This design comes from an exercise in tuning for small area on the open sky130 flow, not from production work. At most, simulation tests tie the RTL to the original design; equivalence was not proved. Power is estimated from default activity; no workload was simulated.

==> run M: inputs <==
Design lcd_axi, start of the top module:
module lcd_axi (
        input  logic        clk,
        input  logic        rst_n,
        input  logic [3:0]   s_arid,
        input  logic [31:0] s_araddr,
        input  logic         s_arvalid,
        output logic         s_arready,
        output logic [3:0]   s_rid,
        output logic [31:0]  s_rdata,
        output logic [1:0] s_rresp,
        output logic         s_rlast,
        output logic         s_rvalid,
        input  logic         s_rready,
        input  logic [31:0] s_awaddr,
        input  logic         s_awvalid,
        output logic         s_awready,
        input  logic [31:0]  s_wdata,
        input  logic [3:0]   s_wstrb,
        input  logic         s_wlast,
        input  logic         s_wvalid,
        output logic         s_wready,
        output logic [3:0]   s_bid,
        output logic [1:0] s_bresp,
        output logic         s_bvalid,
        input  logic         s_bready,
        input  logic         cpu_work,
        input  logic         cpu_draw,
        input  logic [31:0]  touch_reg,
        output logic         lcd_rst,
        output logic         lcd_cs,
        output logic         lcd_rs,
        output logic         lcd_wr,
        output logic         lcd_rd,
        output logic [15:0]  lcd_data_o,
        output logic         lcd_data_oe,
        output logic         lcd_bl_ctr
    );
Settings: LEC_CHECK=0, CAP_MARGIN=20, CORE_MARGIN=2, CORE_UTILIZATION=60, CTS_BUF_LIST=sky130_fd_sc_hd__clkbuf_16, CTS_CLUSTER_DIAMETER=70, CTS_CLUSTER_SIZE=24, SLEW_MARGIN=20, SYNTH_MEMORY_MAX_BITS=32768; clock period 8.0 ns.
standard.sh (not shown) runs the stock make flow with config.mk's settings and CLKGATE_MAP_FILE= SYNTH_SCRIPT=/design/flow/synth_recipe.tcl, a recipe that flattens the netlist after the stock synthesis.
==> flow/flow/run.sh <==
#!/bin/bash
# The standard layout (standard.sh, unchanged synthesis and steps), with
# one change: the port buffers that global placement inserts on every input
# and output are made from the smallest buffer cell (buf_1) instead of the
# cell buffer_ports picks by default.
export BUFFER_PORTS_ARGS="-buffer_cell sky130_fd_sc_hd__buf_1"
bash standard.sh > standard_flow.log 2>&1
status=$?
# keep each tool's full output next to the flow log
cp -r orfs/logs ./tool_logs 2>/dev/null
exit $status
==> inputs of run R, as changes to run M <==
--- a/flow/design.v
+++ b/flow/design.v
@@ -66,40 +66,42 @@
     logic [31:0] rdata_q;
     logic        ra_lcd, ra_touch;
     always_ff @(posedge clk) begin
         if (~rst_n) begin
             r_data   <= 1'b0;
             rv       <= 1'b0;
+            rid_q    <= 4'd0;
             rdata_q  <= 32'd0;
         end
         else if (~r_data) begin
             rdata_q <= 32'd0;
             rv      <= 1'b0;
             if (s_arvalid) begin
                 r_data   <= 1'b1;
+                rid_q    <= s_arid;
             end
         end
         else if (rv & s_rready) begin
             r_data   <= 1'b0;
             rv       <= 1'b0;
+            rid_q    <= 4'd0;
             rdata_q  <= 32'd0;
         end
         else begin
             rv      <= 1'b1;
             rdata_q <= ({32{ra_lcd}} & touch_reg) | {32{ra_touch}};
         end
     end
     always_ff @(posedge clk) begin
         if (~r_data) begin
             ra_lcd   <= (s_araddr == 32'h1fd0c000);
             ra_touch <= (s_araddr == 32'h1fd0c004);
-            rid_q    <= s_arid;
         end
     end
     assign s_arready = ~(r_data & ~rv);
-    assign s_rid     = rid_q & {4{r_data}};
+    assign s_rid     = rid_q;
     assign s_rdata   = rdata_q;
     assign s_rresp   = 2'b00;
     assign s_rlast   = rv;
     assign s_rvalid  = rv;
     localparam logic [1:0] W_IDLE = 2'd0, W_ADDR = 2'd1, W_DATA = 2'd2, W_RESP = 2'd3;
     logic [1:0] ws;
--- a/flow/config.mk
+++ b/flow/config.mk
@@ -6,10 +6,10 @@
 export NUM_CORES = 4
 export LEC_CHECK = 0
 export CAP_MARGIN = 20
 export CORE_MARGIN = 2
 export CORE_UTILIZATION = 60
 export CTS_BUF_LIST = sky130_fd_sc_hd__clkbuf_16
-export CTS_CLUSTER_DIAMETER = 70
-export CTS_CLUSTER_SIZE = 24
+export CTS_CLUSTER_DIAMETER = 80
+export CTS_CLUSTER_SIZE = 30
 export SLEW_MARGIN = 20
 export SYNTH_MEMORY_MAX_BITS = 32768
==> inputs of run K, as changes to run M <==
--- a/flow/design.v
+++ b/flow/design.v
@@ -66,40 +66,42 @@
     logic [31:0] rdata_q;
     logic        ra_lcd, ra_touch;
     always_ff @(posedge clk) begin
         if (~rst_n) begin
             r_data   <= 1'b0;
             rv       <= 1'b0;
+            rid_q    <= 4'd0;
             rdata_q  <= 32'd0;
+            ra_lcd   <= 1'b0;
+            ra_touch <= 1'b0;
         end
         else if (~r_data) begin
             rdata_q <= 32'd0;
             rv      <= 1'b0;
             if (s_arvalid) begin
                 r_data   <= 1'b1;
+                rid_q    <= s_arid;
+                ra_lcd   <= (s_araddr == 32'h1fd0c000);
+                ra_touch <= (s_araddr == 32'h1fd0c004);
             end
         end
         else if (rv & s_rready) begin
             r_data   <= 1'b0;
             rv       <= 1'b0;
+            rid_q    <= 4'd0;
             rdata_q  <= 32'd0;
+            ra_lcd   <= 1'b0;
+            ra_touch <= 1'b0;
         end
         else begin
             rv      <= 1'b1;
             rdata_q <= ({32{ra_lcd}} & touch_reg) | {32{ra_touch}};
         end
     end
-    always_ff @(posedge clk) begin
-        if (~r_data) begin
-            ra_lcd   <= (s_araddr == 32'h1fd0c000);
-            ra_touch <= (s_araddr == 32'h1fd0c004);
-            rid_q    <= s_arid;
-        end
-    end
     assign s_arready = ~(r_data & ~rv);
-    assign s_rid     = rid_q & {4{r_data}};
+    assign s_rid     = rid_q;
     assign s_rdata   = rdata_q;
     assign s_rresp   = 2'b00;
     assign s_rlast   = rv;
     assign s_rvalid  = rv;
     localparam logic [1:0] W_IDLE = 2'd0, W_ADDR = 2'd1, W_DATA = 2'd2, W_RESP = 2'd3;
     logic [1:0] ws;
@@ -224,14 +226,14 @@
     logic fifo_shift;
     always_comb begin
         fifo_shift = 1'b0;
         case (bst)
             B_GRAPH: fifo_shift = wr_acc & (cnt != 3'd6);
             B_CHAR:  fifo_shift = wr_acc;
-            B_DG:    fifo_shift = write_ok & dispatch_ok & ~(cnt[2] & cnt[1]) & (cnt != 3'd0);
-            B_DC:    fifo_shift = write_ok & dispatch_ok & (~cnt[2] | (cnt[1:0] == 2'b00)) & (cnt != 3'd0);
+            B_DG:    fifo_shift = write_ok & dispatch_ok & (cnt <= 3'd5) & (cnt != 3'd0);
+            B_DC:    fifo_shift = write_ok & dispatch_ok & (cnt <= 3'd4) & (cnt != 3'd0);
             default: fifo_shift = 1'b0;
         endcase
     end
     always_ff @(posedge clk) begin
         if (fifo_shift) begin
             for (integer i = 0; i < 5; i++)
@@ -291,13 +293,13 @@
                             bst <= B_DC;
                             cnt <= 3'd0;
                         end
                     end
                 end
                 B_DC: begin
-                    if (write_ok & dispatch_ok & (~cnt[2] | (cnt[1:0] == 2'b00))) begin
+                    if (write_ok & dispatch_ok & (cnt <= 3'd4)) begin
                         cnt <= cnt + 3'd1;
                         dt  <= 2'd0;
                     end
                     else if (~dispatch_ok)
                         dt <= dt + 2'd1;
                     else if (write_ok & (cnt == 3'd5)) begin
@@ -324,13 +326,13 @@
                         char_write_ok <= 1'b0;
                     end
                     else if (write_ok)
                         char_write_ok <= 1'b1;
                 end
                 B_DG: begin
-                    if (write_ok & dispatch_ok & ~(cnt[2] & cnt[1])) begin
+                    if (write_ok & dispatch_ok & (cnt <= 3'd5)) begin
                         cnt <= cnt + 3'd1;
                         dt  <= 2'd0;
                     end
                     else if (~dispatch_ok)
                         dt <= dt + 2'd1;
                     else if (write_ok & (cnt == 3'd6)) begin
@@ -408,58 +410,49 @@
                 S_COL_D:  nst = (hold | (gs_sel & lt32(draw_counter, gsize))) ? S_COL_D : S_IDLE;
                 default:  nst = hold ? st : S_IDLE;
             endcase
         end
     end
     always_ff @(posedge clk) begin
-        if (srst)
-            st <= S_IDLE;
-        else
-            st <= nst;
-    end
-    always_ff @(posedge clk) begin
-        begin
+        if (srst) begin
+            st           <= S_IDLE;
+            id_delay     <= 1'b0;
+            gs_sel       <= 1'b0;
+            draw_counter <= 32'd0;
+        end
+        else begin
+            st       <= nst;
             id_delay <= (st != nst);
             if (dt == 2'd0)
                 gs_sel <= (bst == B_DG);
-            draw_counter <= {32{st == S_COL_D}} &
-                            inc32(draw_counter, if_wco & cpu_draw);
+            draw_counter <= {32{nst != S_IDLE}} &
+                            inc32(draw_counter, (st == S_COL_D) & if_wco & cpu_draw);
         end
     end
     logic pix;
-    logic x13, x12_13, x11_13, x10_13, x9_13, x5_13, x5_18, y10_30;
     always_comb begin
-        x13    = (cx == 5'd13);
-        x12_13 = x13 | (cx == 5'd12);
-        x11_13 = x12_13 | (cx == 5'd11);
-        x10_13 = x11_13 | (cx == 5'd10);
-        x9_13  = x10_13 | (cx == 5'd9);
-        x5_13  = x9_13 | (cx == 5'd5) | (cx == 5'd6) | (cx == 5'd7) | (cx == 5'd8);
-        x5_18  = x5_13 | (cx == 5'd14) | (cx == 5'd15) | (cx == 5'd16) | (cx == 5'd17) |
-                 (cx == 5'd18);
-        y10_30 = 1'b0;
-        for (integer k = 10; k <= 30; k++)
-            y10_30 = y10_30 | (cy == k[5:0]);
-        pix = ((cy == 6'd6) & x13) | ((cy == 6'd7) & x12_13) | ((cy == 6'd8) & x9_13) |
-              ((cy == 6'd9) & x5_13) | (y10_30 & x11_13) | ((cy == 6'd31) & x10_13) |
-              ((cy == 6'd32) & x5_18);
+        case (cy)
+            6'd6:  pix = (cx == 5'd13);
+            6'd7:  pix = (cx == 5'd12) | (cx == 5'd13);
+            6'd8:  pix = (cx >= 5'd9) & (cx <= 5'd13);
+            6'd9:  pix = (cx >= 5'd5) & (cx <= 5'd13);
+            6'd31: pix = (cx >= 5'd10) & (cx <= 5'd13);
+            6'd32: pix = (cx >= 5'd5) & (cx <= 5'd18);
+            default: pix = (cy >= 6'd10) & (cy <= 6'd30) & (cx >= 5'd11) & (cx <= 5'd13);
+        endcase
     end
     logic        r_white;
     logic [15:0] r_rom;
     logic [15:0] rpix;
     logic        rrs;
-    assign r_white = ~rstart | (|addra[18:5]) | (addra[4] & (addra[3] | addra[2] | (addra[1] & addra[0])));
+    assign r_white = ~rstart | (addra >= 19'd19);
     logic [4:0] ra;
     logic [7:0] r_hi, r_lo_e, r_lo_o;
     assign ra = addra[4:0];
-    logic [3:0] rh;
-    assign rh     = ra[4:1];
-    assign r_hi   = (rh == 4'd0) ? 8'h36 :
-                    ((rh == 4'd1) | (rh == 4'd2) | (rh == 4'd3) | (rh == 4'd4)) ? 8'h2a :
-                    (rh == 4'd9) ? 8'h2c : 8'h2b;
-    assign r_lo_e = ((rh == 4'd0) | (rh == 4'd9)) ? 8'h00 : {6'd0, ~(rh[1] ^ rh[0]), ~rh[0]};
+    assign r_hi   = (ra == 5'd0) ? 8'h36 : (ra <= 5'd8) ? 8'h2a : (ra <= 5'd16) ? 8'h2b : 8'h2c;
+    assign r_lo_e = (ra == 5'd0) ? 8'h00 : {6'd0, ra[2:1] - 2'd1};
     assign r_lo_o = (ra == 5'd7) ? 8'h01 : (ra == 5'd9) ? 8'hdf : (ra == 5'd15) ? 8'h03 :
                     (ra == 5'd17) ? 8'h1f : 8'h00;
     assign r_rom  = ra[0] ? {8'h00, r_lo_o} : {r_hi, r_lo_e};
     assign rpix = r_white ? 16'hffff : r_rom;
     assign rrs  = r_white | addra[0];
     logic        id_we, id_wr, id_rs, id_fm;
@@ -546,22 +539,39 @@
         if (~rst_n) begin
             i_wd    <= 1'b0;
             i_sw    <= 1'b0;
             i_wr    <= 1'b0;
             i_sr    <= 1'b0;
             i_rd    <= 1'b0;
+            fm_q    <= 1'b0;
+            tc      <= 4'd0;
+            rnum2   <= 1'b0;
+            rc      <= 2'd0;
             irs     <= 1'b0;
             idata   <= 16'h0000;
             if_busy <= 1'b0;
         end
         else begin
             i_wd <= n_wd;
             i_sw <= n_sw;
             i_wr <= n_wr;
             i_sr <= n_sr;
             i_rd <= n_rd;
+            fm_q <= m_fm;
+            if (i_sr | i_rd)
+                tc <= tc_hit ? 4'd0 : (tc == 4'd15) ? tc : tc + 4'd1;
+            else
+                tc <= 4'd0;
+            if (n_sr)
+                rnum2 <= cpu_draw & id_fm;
+            if (n_rd) begin
+                if (i_sr & (rc != 2'd3))
+                    rc <= rc + 2'd1;
+            end
+            else if (~n_sr)
+                rc <= 2'd0;
             if (n_wd) begin
                 irs   <= m_rs;
                 idata <= m_data;
             end
             else if (n_sr | n_rd) begin
                 irs   <= 1'b1;
@@ -571,52 +581,39 @@
                 irs   <= 1'b0;
                 idata <= 16'h0000;
             end
             if_busy <= ~n_idle & ~(i_sw & m_wr);
         end
     end
-    always_ff @(posedge clk) begin
-        fm_q <= m_fm;
-        if (i_sr | i_rd)
-            tc <= tc_hit ? 4'd0 : (tc == 4'd15) ? tc : tc + 4'd1;
-        else
-            tc <= 4'd0;
-        if (n_sr)
-            rnum2 <= cpu_draw & id_fm;
-        if (n_rd) begin
-            if (i_sr & (rc != 2'd3))
-                rc <= rc + 2'd1;
-        end
-        else if (~n_sr)
-            rc <= 2'd0;
-    end
     assign if_wco      = i_sw;
     assign lcd_cs      = i_idle;
     assign lcd_rs      = irs;
     assign lcd_wr      = ~i_sw;
     assign lcd_rd      = ~i_sr;
     assign lcd_data_o  = idata;
     assign lcd_data_oe = i_wd | i_sw | i_wr;
     logic       get_done;
     assign get_done = (cy == 6'd5) & (cx == 5'd0);
     assign color_ok      = (xy == X_OK) & (cst == CS_WC);
     assign write_str_end = (xy == X_OK) & (cst == CS_IDLE);
     always_ff @(posedge clk) begin
-        if (~rst_n)
-            cst <= CS_IDLE;
+        if (~rst_n) begin
+            cst     <= CS_IDLE;
+            xy      <= X_IDLE;
+            cx      <= 5'd0;
+            cy      <= 6'd0;
+            str_end <= 1'b0;
+            cstart  <= 1'b0;
+        end
         else begin
             case (cst)
                 CS_IDLE: if (char_work) cst <= CS_GET;
                 CS_GET:  if (get_done) cst <= CS_WC;
                 CS_WC:   if (str_end) cst <= CS_IDLE;
                 default: cst <= CS_IDLE;
             endcase
-        end
-    end
-    always_ff @(posedge clk) begin
-        begin
             if (cst == CS_WC) begin
                 case (xy)
                     X_IDLE: begin
                         if (char_write_ok & ~cstart) begin
                             cx      <= 5'd0;
                             cy      <= 6'd0;
--- a/flow/config.mk
+++ b/flow/config.mk
@@ -6,10 +6,10 @@
 export NUM_CORES = 4
 export LEC_CHECK = 0
 export CAP_MARGIN = 20
 export CORE_MARGIN = 2
 export CORE_UTILIZATION = 60
 export CTS_BUF_LIST = sky130_fd_sc_hd__clkbuf_16
-export CTS_CLUSTER_DIAMETER = 70
-export CTS_CLUSTER_SIZE = 24
+export CTS_CLUSTER_DIAMETER = 80
+export CTS_CLUSTER_SIZE = 30
 export SLEW_MARGIN = 20
 export SYNTH_MEMORY_MAX_BITS = 32768
==> summary.md <==
| Metric | Value |
|---|---|
| Status | complete, no violations |
| Placed insts | 1825 |
| Final Core Density | roughly two thirds |
| CTS clk-pin slew, worst paths | ~0.12 ns |
| Vias in the first global route | 9447 |
| Crit path to | draw_counter[31]$_SDFF_PP0_ |
| DP Worst Slack | between 0.02 and 0.025 ns |
| Inverters excl. clock | 64 |
That was run K.
==> summary.md <==
| Metric | Value |
|---|---|
| WHS | between 0.4 and 0.5 ns |
| Hold Violations, Final | 0 |
| CTS clk-pin slew, worst paths | about 0.090 ns |
| Inverters excl. clock | 72 |
| DP Worst Slack | between 0.08 and 0.09 ns |
| Final Core Density | between 60% and 70% |
| Status | complete, no violations |
| Vias in the first global route | roughly 9000 |
| Placed insts | 1697 |
| Setup CP Type | input pin to flip-flop |
That was run M.
==> summary.md <==
| Metric | Value |
|---|---|
| CTS clk-pin slew, worst paths | around 0.11 ns |
| Status | complete, no violations |
| Inverters excl. clock | 68 |
| DP Worst Slack | 0.124 ns |
| Crit path to | draw_counter[30]$_DFF_P_ |
That was run R.

========
==> run a: inputs <==
Another version of the RTL of lcd_axi (not shown whole).
clock: 8.0 ns
lec_check: 0
cap_margin: 20
core_margin: 2
core_utilization: 60
slew_margin: 20
synth_memory_max_bits: 32768
Scripts as last shown in full above: flow/flow/run.sh
==> run b (differences from run a) <==
--- a/flow/design.v
+++ b/flow/design.v
@@ -147,20 +147,20 @@
     logic       enable;
     logic       refresh_ok;
     logic       char_write_ok;
     logic       char_rs;
     logic [31:0] gsize;          
     localparam logic [3:0] C_NONE = 4'd0, C_ID1 = 4'd1, C_ID2 = 4'd2, C_ID3 = 4'd3,
                            C_SCAN = 4'd4, C_WCOL = 4'd5, C_RCOL = 4'd6,
                            C_SC = 4'd8, C_EC = 4'd10, C_SP = 4'd12, C_EP = 4'd14;
-    logic [19:0] fifo [0:5];     
-    logic [3:0]  h_cls;
+    logic [18:0] fifo [0:5];
+    logic [2:0]  h_cls;
     logic [15:0] h_dat;
-    assign h_cls = fifo[0][19:16];
+    assign h_cls = fifo[0][18:16];
     assign h_dat = fifo[0][15:0];
     localparam logic [4:0] S_IDLE   = 5'b00000,
                            S_RID1   = 5'b00001,
                            S_RID2   = 5'b00010,
                            S_RID3   = 5'b00011,
                            S_SCAN_I = 5'b00100,
                            S_COL_I  = 5'b00101,
                            S_RCOL   = 5'b00110,
@@ -207,32 +207,43 @@
                            (s_wdata[23:16] == 8'h02) ? C_EC : C_NONE;
             8'h2B: w_cls = (s_wdata[23:16] == 8'h00) ? C_SP :
                            (s_wdata[23:16] == 8'h02) ? C_EP : C_NONE;
             8'h2C: w_cls = C_WCOL;
             8'h2E: w_cls = C_RCOL;
             default: w_cls = C_NONE;
         endcase
     end
+    logic [18:0] w_ent;
+    always_comb begin
+        if (w_cls[3])
+            w_ent = {1'b1, w_cls[2:1], s_wdata[15:0]};
+        else if (w_cls == C_SCAN)
+            w_ent = {3'b001, s_wdata[15:0]};
+        else if (w_cls == C_WCOL)
+            w_ent = {3'b010, s_wdata[15:0]};
+        else
+            w_ent = {3'b000, s_wdata[15:3], w_cls[2:0]};
+    end
     logic fifo_shift;
     always_comb begin
         fifo_shift = 1'b0;
         case (bst)
             B_GRAPH: fifo_shift = wr_acc & (cnt != 3'd6);
             B_CHAR:  fifo_shift = wr_acc;
             B_DG:    fifo_shift = write_ok & dispatch_ok & (cnt <= 3'd5) & (cnt != 3'd0);
             B_DC:    fifo_shift = write_ok & dispatch_ok & (cnt <= 3'd4) & (cnt != 3'd0);
             default: fifo_shift = 1'b0;
         endcase
     end
     always_ff @(posedge clk) begin
         if (fifo_shift) begin
             for (integer i = 0; i < 5; i++)
                 fifo[i] <= fifo[i+1];
-            fifo[5] <= {w_cls, s_wdata[15:0]};
+            fifo[5] <= w_ent;
         end
     end
     always_ff @(posedge clk) begin
         if ((bst == B_GRAPH) & wr_acc & (cnt == 3'd6))
             gsize <= s_wdata;
     end
     always_ff @(posedge clk) begin
         if (srst) begin
@@ -379,20 +390,24 @@
         else begin
             case (st)
                 S_IDLE: begin
                     if (write_lcd) begin
                         if (wl_refresh)
                             nst = S_REFR;
                         else if (wl_char)
                             nst = S_CHAR;
-                        else if (h_cls[3])
-                            nst = {1'b1, h_cls[2:1], 2'b00};
+                        else if (h_cls[2])
+                            nst = {1'b1, h_cls[1:0], 2'b00};
+                        else if (h_cls[0])
+                            nst = S_SCAN_I;
+                        else if (h_cls[1])
+                            nst = S_COL_I;
                         else
-                            nst = {2'b00, h_cls[2:0]};
+                            nst = {2'b00, h_dat[2:0]};
                     end
                 end
                 S_SCAN_I: nst = hold ? S_SCAN_I : S_SCAN_D;
                 S_COL_I:  nst = hold ? S_COL_I : S_COL_D;
                 S_COL_D:  nst = (hold | (gs_sel & lt32(draw_counter, gsize))) ? S_COL_D : S_IDLE;
                 default:  nst = hold ? st : S_IDLE;
             endcase
         end
==> flow/config.mk (replaced) <==
export PLATFORM = sky130hd
export DESIGN_NAME = lcd_axi
export DESIGN_NICKNAME = lcd_axi
export VERILOG_FILES = /design/flow/design.v
export SDC_FILE = /design/flow/constraint.sdc
export NUM_CORES = 4
export LEC_CHECK = 0
export CAP_MARGIN = 20
export CORE_MARGIN = 2
export CORE_UTILIZATION = 60
export CTS_BUF_LIST = sky130_fd_sc_hd__clkbuf_16
export CTS_CLUSTER_DIAMETER = 80
export CTS_CLUSTER_SIZE = 30
export SLEW_MARGIN = 20
export SYNTH_MEMORY_MAX_BITS = 32768
==> run c (differences from run a) <==
--- a/flow/design.v
+++ b/flow/design.v
@@ -405,17 +405,17 @@
             draw_counter <= 32'd0;
         end
         else begin
             st       <= nst;
             id_delay <= (st != nst);
             if (dt == 2'd0)
                 gs_sel <= (bst == B_DG);
             draw_counter <= {32{nst != S_IDLE}} &
-                            inc32(draw_counter, (st == S_COL_D) & if_wco & cpu_draw);
+                            inc32(draw_counter, (nst == S_COL_D) & if_wco & cpu_draw);
         end
     end
     logic pix;
     always_comb begin
         case (cy)
             6'd6:  pix = (cx == 5'd13);
             6'd7:  pix = (cx == 5'd12) | (cx == 5'd13);
             6'd8:  pix = (cx >= 5'd9) & (cx <= 5'd13);
==> flow/run.sh (new file) <==
#!/bin/bash
# synth_recipe.tcl (not shown) runs the flow's synth.tcl, then flattens the netlist and writes it again
# the make line also repeats each setting of config.mk as NAME=value (left out here)
make -C /OpenROAD-flow-scripts/flow DESIGN_CONFIG=/design/flow/config.mk WORK_HOME=/design/flow/orfs CLKGATE_MAP_FILE= SYNTH_SCRIPT=/design/flow/synth_recipe.tcl finish
==> flow/config.mk (replaced) <==
export PLATFORM = sky130hd
export DESIGN_NAME = lcd_axi
export DESIGN_NICKNAME = lcd_axi
export VERILOG_FILES = /design/flow/design.v
export SDC_FILE = /design/flow/constraint.sdc
export NUM_CORES = 4
export LEC_CHECK = 0
export CAP_MARGIN = 20
export CORE_MARGIN = 2
export CORE_UTILIZATION = 60
export CTS_BUF_LIST = sky130_fd_sc_hd__clkbuf_4
export CTS_CLUSTER_SIZE = 30
export SLEW_MARGIN = 20
export SYNTH_MEMORY_MAX_BITS = 32768
removed: flow/flow/run.sh
removed: flow/standard.sh
==> qor summary <==
| quantity | run b | run c | run a |
|---|---|---|---|
| Status | finished clean | finished clean | finished clean |
| Bufs and invs on worst path | 1 | 2 | 2 |
| Die Footprint | 25,000 sq um | 24,900 sq um | 25,200 sq um |
| Combined area of all synthesized cells | 14,300 sq um | 14,200 sq um | 14,400 sq um |
| Post-route setup slack | 0.459 ns | 0.171 ns | 0.507 ns |
| Worst path depth | 36 | 41 | 36 |
| Met2 track utilization from global routing | 0.378 | 0.442 | 0.387 |
| Buffers inserted during post-CTS setup optimization | 0 | 2 | 0 |
| Worst Max-Slew Pin Slew | 0.972 ns | 0.838 ns | 1.12 ns |
| Net count, final | 1,742 | 1,835 | 1,736 |
| Power density cells | 175 nW/um^2 | 184 nW/um^2 | 203 nW/um^2 |
| Post-Synth XOR/XNOR Area | 0.00860 | 0.0105 | 0.00914 |
| Seq. cell area | 7710 sq um | 7890 sq um | 7890 sq um |
| Synth Instances | 1,339 | 1,347 | 1,324 |
| Fraction of power consumed by combinational cells | 0.041 | 0.050 | 0.034 |
| Total global routing track utilization | 0.235 | 0.255 | 0.236 |
| Fraction of standard cell area in multi-input logic | 0.378 | 0.331 | 0.362 |
| Pin count of the biggest net entering global routing | 82 | 97 | 87 |
| Fraction of power spent switching nets | 0.219 | 0.225 | 0.203 |
| #MultiIn Comb | 886 | 902 | 878 |
| Number of ordinary inverters in the final layout | 75 | 63 | 59 |
| Clock latency of the later-clocked register in the worst-skew pair | 0.51 ns | 0.73 ns | 0.57 ns |
| Post-place instance area | 15,200 sq um | 16,700 sq um | 15,300 sq um |
Function not checked in run b and run c: the RTL went through the layout flow alone.

## static timing again, ports no longer ideal
No port has a modelled driver above. Below, the same layouts with a new extraction and two added sets of constraints.
Step 1: set_driving_cell puts a clkbuf_16 on clk and a buf_2 on each other input, an assumption about the parent block.
Step 2 times the ports against the registers' clock, not the clock port: input delays grow and output delays shrink by t, the midpoint of the rising clock arrivals with the driver on.
Three values: no drivers, after step 1, after step 2; two values: the first two.
| run | t (ns) | setup slack, ns | latest minus earliest clock arrival (ns) | pins driven straight from the clock port |
|---|---|---|---|---|
| run M | 0.552 | 0.626 / 0.629 / 0.076 | 0.015 / 0.015 | 1 |
| run R | 0.532 | 0.696 / 0.690 / 0.158 | 0.019 / 0.020 | 1 |
| run K | 0.560 | 0.597 / 0.614 / 0.059 | 0.025 / 0.025 | 1 |
| run a | 0.611 | 0.507 / 0.523 / -0.088 | 0.010 / 0.010 | 1 |
| run b | 0.550 | 0.459 / 0.486 / -0.064 | 0.021 / 0.021 | 1 |
| run c | 0.746 | 0.171 / 0.185 / -0.561 | 0.045 / 0.045 | 1 |
Met with ideal ports but missed after step 2: setup timing in run a, run b and run c. The setup slack of run c, which loses most, moves by +0.014 ns with the drivers and by -0.732 ns with both steps.
